What follows belongs to an exercise in optimizing a design on an open flow for small area, a short achievable clock period and few clock cycles per item; a production flow would make more cautious choices.
The RTL was checked by simulation tests, not by an equivalence proof against the original design.

Design HitTest, start of the top module:
module HitTest(
    input clk,
    input rst,
    input start,
    input rsel,
    input [15:0] x,
    input [15:0] y,
    input [15:0] notex,
    input [15:0] notey,
    input signed [15:0] indx,
    input signed [15:0] indy,
    output valJR,
    output valE,
    output valr,
    output valR,
    output reg ready
);
export LEC_CHECK = 0
export CAP_MARGIN = 20
export CORE_MARGIN = 2
export CORE_UTILIZATION = 60
export SETUP_SLACK_MARGIN = 3.3
export SLEW_MARGIN = 20
export SYNTH_HIERARCHICAL = 1
export SYNTH_MINIMUM_KEEP_SIZE = 0
create_clock -name core_clock -period 10.0 [get_ports {clk}]
standard.sh (not shown) runs the stock make flow with config.mk's settings and CLKGATE_MAP_FILE= SYNTH_SCRIPT=/design/flow/synth_recipe.tcl, a recipe that flattens the netlist after the stock synthesis.
==> flow/flow/run.sh <==
#!/bin/bash
set -euo pipefail
B="BUFFER_PORTS_ARGS=-buffer_cell sky130_fd_sc_hd__buf_1"
R=orfs/results/sky130hd/HitTest/base
bash standard.sh "$B" floorplan > standard_floorplan.log 2>&1
cat > upsize.tcl <<EOT
read_liberty $FLOW_HOME/platforms/sky130hd/lib/sky130_fd_sc_hd__tt_025C_1v80.lib
read_db $R/2_floorplan.odb
set n 0
foreach inst [[ord::get_db_block] getInsts] {
  set name [\$inst getName]
  if {[[\$inst getMaster] getName] eq "sky130_fd_sc_hd__dfxtp_1" && [string match {n[ab][xy]*} \$name]} {
    replace_cell \$name sky130_fd_sc_hd__dfxtp_4
    incr n
  }
}
puts "upsized \$n registers"
write_db $R/2_floorplan.odb
EOT
openroad -no_init -exit upsize.tcl > upsize.log 2>&1
bash standard.sh "$B" SETUP_MOVE_SEQUENCE=sizeup,swap \
  "CTS_ARGS=-sink_clustering_enable -repair_clock_nets -sink_clustering_size 40 -sink_clustering_max_diameter 400 -distance_between_buffers 400 -branching_point_buffers_distance 400" \
  finish > standard_finish.log 2>&1
The starting point produced a clean layout.
Testbench counts at the start, summed over its fixed seeds: cycles 16,000, items 16,000.
Rerun with:
--- a/flow/flow/run.sh
+++ b/flow/flow/run.sh
@@ -19,5 +19,3 @@
 EOT
 openroad -no_init -exit upsize.tcl > upsize.log 2>&1
-bash standard.sh "$B" SETUP_MOVE_SEQUENCE=sizeup,swap \
-  "CTS_ARGS=-sink_clustering_enable -repair_clock_nets -sink_clustering_size 40 -sink_clustering_max_diameter 400 -distance_between_buffers 400 -branching_point_buffers_distance 400" \
-  finish > standard_finish.log 2>&1
+bash standard.sh "$B" SETUP_MOVE_SEQUENCE=sizeup,swap finish > standard_finish.log 2>&1
--- a/flow/config.mk
+++ b/flow/config.mk
@@ -6,4 +6,5 @@
 export NUM_CORES = 4
 export LEC_CHECK = 0
+export ABC_AREA = 1
 export CAP_MARGIN = 20
 export CORE_MARGIN = 2
What happened: Fmax grows slightly. Core utilization decreases by 0.19 points. Sequential cell count does not change. Synthesized area goes up by roughly a tenth. Count of clock-buffer cells in the layout goes down by 1. Setup slack is better by 0.13 ns. Die area rose by roughly a tenth. Design area grows by roughly a tenth. Cell count climbs by a quarter to a third. Synthesized cell count climbs by well over a third.
Rerun with:
--- a/flow/flow/run.sh
+++ b/flow/flow/run.sh
@@ -19,3 +19,3 @@
 EOT
 openroad -no_init -exit upsize.tcl > upsize.log 2>&1
-bash standard.sh "$B" SETUP_MOVE_SEQUENCE=sizeup,swap finish > standard_finish.log 2>&1
+bash standard.sh "$B" finish > standard_finish.log 2>&1
--- a/flow/config.mk
+++ b/flow/config.mk
@@ -6,9 +6,8 @@
 export NUM_CORES = 4
 export LEC_CHECK = 0
-export ABC_AREA = 1
 export CAP_MARGIN = 20
 export CORE_MARGIN = 2
 export CORE_UTILIZATION = 60
-export SETUP_SLACK_MARGIN = 3.3
+export SETUP_SLACK_MARGIN = 2.5
 export SLEW_MARGIN = 20
 export SYNTH_HIERARCHICAL = 1
What happened: The changed run finished clean. Flip-flop and latch count does not change. Worst setup slack got worse by 0.26 ns. Global-route usage increases by 0.57 points.
Rerun with:
--- a/flow/config.mk
+++ b/flow/config.mk
@@ -8,5 +8,5 @@
 export CAP_MARGIN = 20
 export CORE_MARGIN = 2
-export CORE_UTILIZATION = 60
+export CORE_UTILIZATION = 70
 export SETUP_SLACK_MARGIN = 2.5
 export SLEW_MARGIN = 20
Clock-buffer cell count came out lower by 1. Via count rose by 1.9%. Utilization increases by 11 points. Global-route usage climbs by 3.4 points. Cell area hardly moves. Sequential cell count is unchanged.

* * *

HitTest, a different RTL version from the one above (not shown whole).
For scale: roughly 1800 cells after synthesis, roughly 70 flip-flops, about 110 I/O pins, ~19000 sq um of cells after synthesis.
export LEC_CHECK = 0
export CAP_MARGIN = 20
export CORE_MARGIN = 2
export CORE_UTILIZATION = 60
export SETUP_SLACK_MARGIN = 2
export SLEW_MARGIN = 20
export SYNTH_HIERARCHICAL = 1
export SYNTH_MINIMUM_KEEP_SIZE = 0
create_clock -name core_clock -period 10.0 [get_ports {clk}]
==> flow/flow/run.sh <==
#!/bin/bash
set -euo pipefail
B="BUFFER_PORTS_ARGS=-buffer_cell sky130_fd_sc_hd__buf_1"
R=orfs/results/sky130hd/HitTest/base
bash standard.sh "$B" floorplan > standard_floorplan.log 2>&1
cat > upsize.tcl <<EOT
read_liberty $FLOW_HOME/platforms/sky130hd/lib/sky130_fd_sc_hd__tt_025C_1v80.lib
read_db $R/2_floorplan.odb
set n 0
foreach inst [[ord::get_db_block] getInsts] {
  set name [\$inst getName]
  if {[[\$inst getMaster] getName] eq "sky130_fd_sc_hd__dfxtp_1" && [string match {n[ab][xy]*} \$name]} {
    replace_cell \$name sky130_fd_sc_hd__dfxtp_4
    incr n
  }
}
puts "upsized \$n registers"
write_db $R/2_floorplan.odb
EOT
openroad -no_init -exit upsize.tcl > upsize.log 2>&1
bash standard.sh "$B" finish > standard_finish.log 2>&1
The first run ran to the end with no violations.
Testbench counts at the start, summed over its fixed seeds: cycles 16,000, items 16,000.
Change:
- SETUP_SLACK_MARGIN: 2 -> 2.5
Outcome: Global-route usage stays the same; die area is unchanged; non-clock buffer count is unchanged.
Change:
- SETUP_SLACK_MARGIN: 2.5 -> 3
What happened: The changed run completed with no timing, DRC or antenna violations; cell count rose by 2.9%; clock-buffer cell count does not change; global-route usage goes up by 0.21 points; critical path depth goes up by 1; routed wire length increases by 2.4%; area after synthesis is unchanged.
Change:
- CTS_BUF_LIST: default -> sky130_fd_sc_hd__clkbuf_8
- SETUP_SLACK_MARGIN: 3 -> 2.5
Result:
- setup slack got worse by 0.15 ns
- synthesized cell count does not change
- via count went down by a few percent
- fmax falls by a few percent
- die area stays the same
- final area went down by a few percent
- first-iteration DRC count is lower by a few percent

-- separate check: timing with driven ports --
In the flow no input, the clock included, has a driving cell. The finished layouts below were timed again as built, in two steps.
Step 1 assumes that a clkbuf_16 drives the clock port and a buf_2 every other input.
Step 2 moves the port delays by t, midway between the first and last clock arrival at a register: inputs arrive t later, outputs are due t later. That takes back most of the time a late clock gives input paths.
Slacks: no drivers / after step 1 / after step 2; pairs: no drivers / after step 1.
| run | t (ns) | setup WS [ns] | hold slack, ns | pins driven straight from the clock port |
|---|---|---|---|---|
| the first run of note 1 | 0.390 | 3.106 / 3.057 / 3.447 | 1.748 / 1.726 / 2.116 | 1 |
| the second run of note 1 | 0.390 | 3.240 / 3.191 / 3.581 | 1.783 / 1.757 / 2.147 | 1 |
| the third run of note 1 | 0.389 | 2.975 / 2.927 / 3.316 | 1.748 / 1.726 / 2.115 | 1 |
| the fourth run of note 1 | 0.369 | 2.980 / 2.944 / 3.313 | 1.765 / 1.752 / 2.121 | 1 |
| the first run of note 2 | 0.382 | 2.877 / 2.831 / 3.213 | 1.762 / 1.738 / 2.120 | 1 |
| the second run of note 2 | 0.382 | 2.877 / 2.831 / 3.213 | 1.762 / 1.738 / 2.120 | 1 |
| the third run of note 2 | 0.383 | 3.002 / 2.955 / 3.337 | 1.762 / 1.737 / 2.119 | 1 |
| the fourth run of note 2 | 0.401 | 2.850 / 2.809 / 3.210 | 1.734 / 1.715 / 2.116 | 1 |
After both steps every run listed still meets setup and hold.
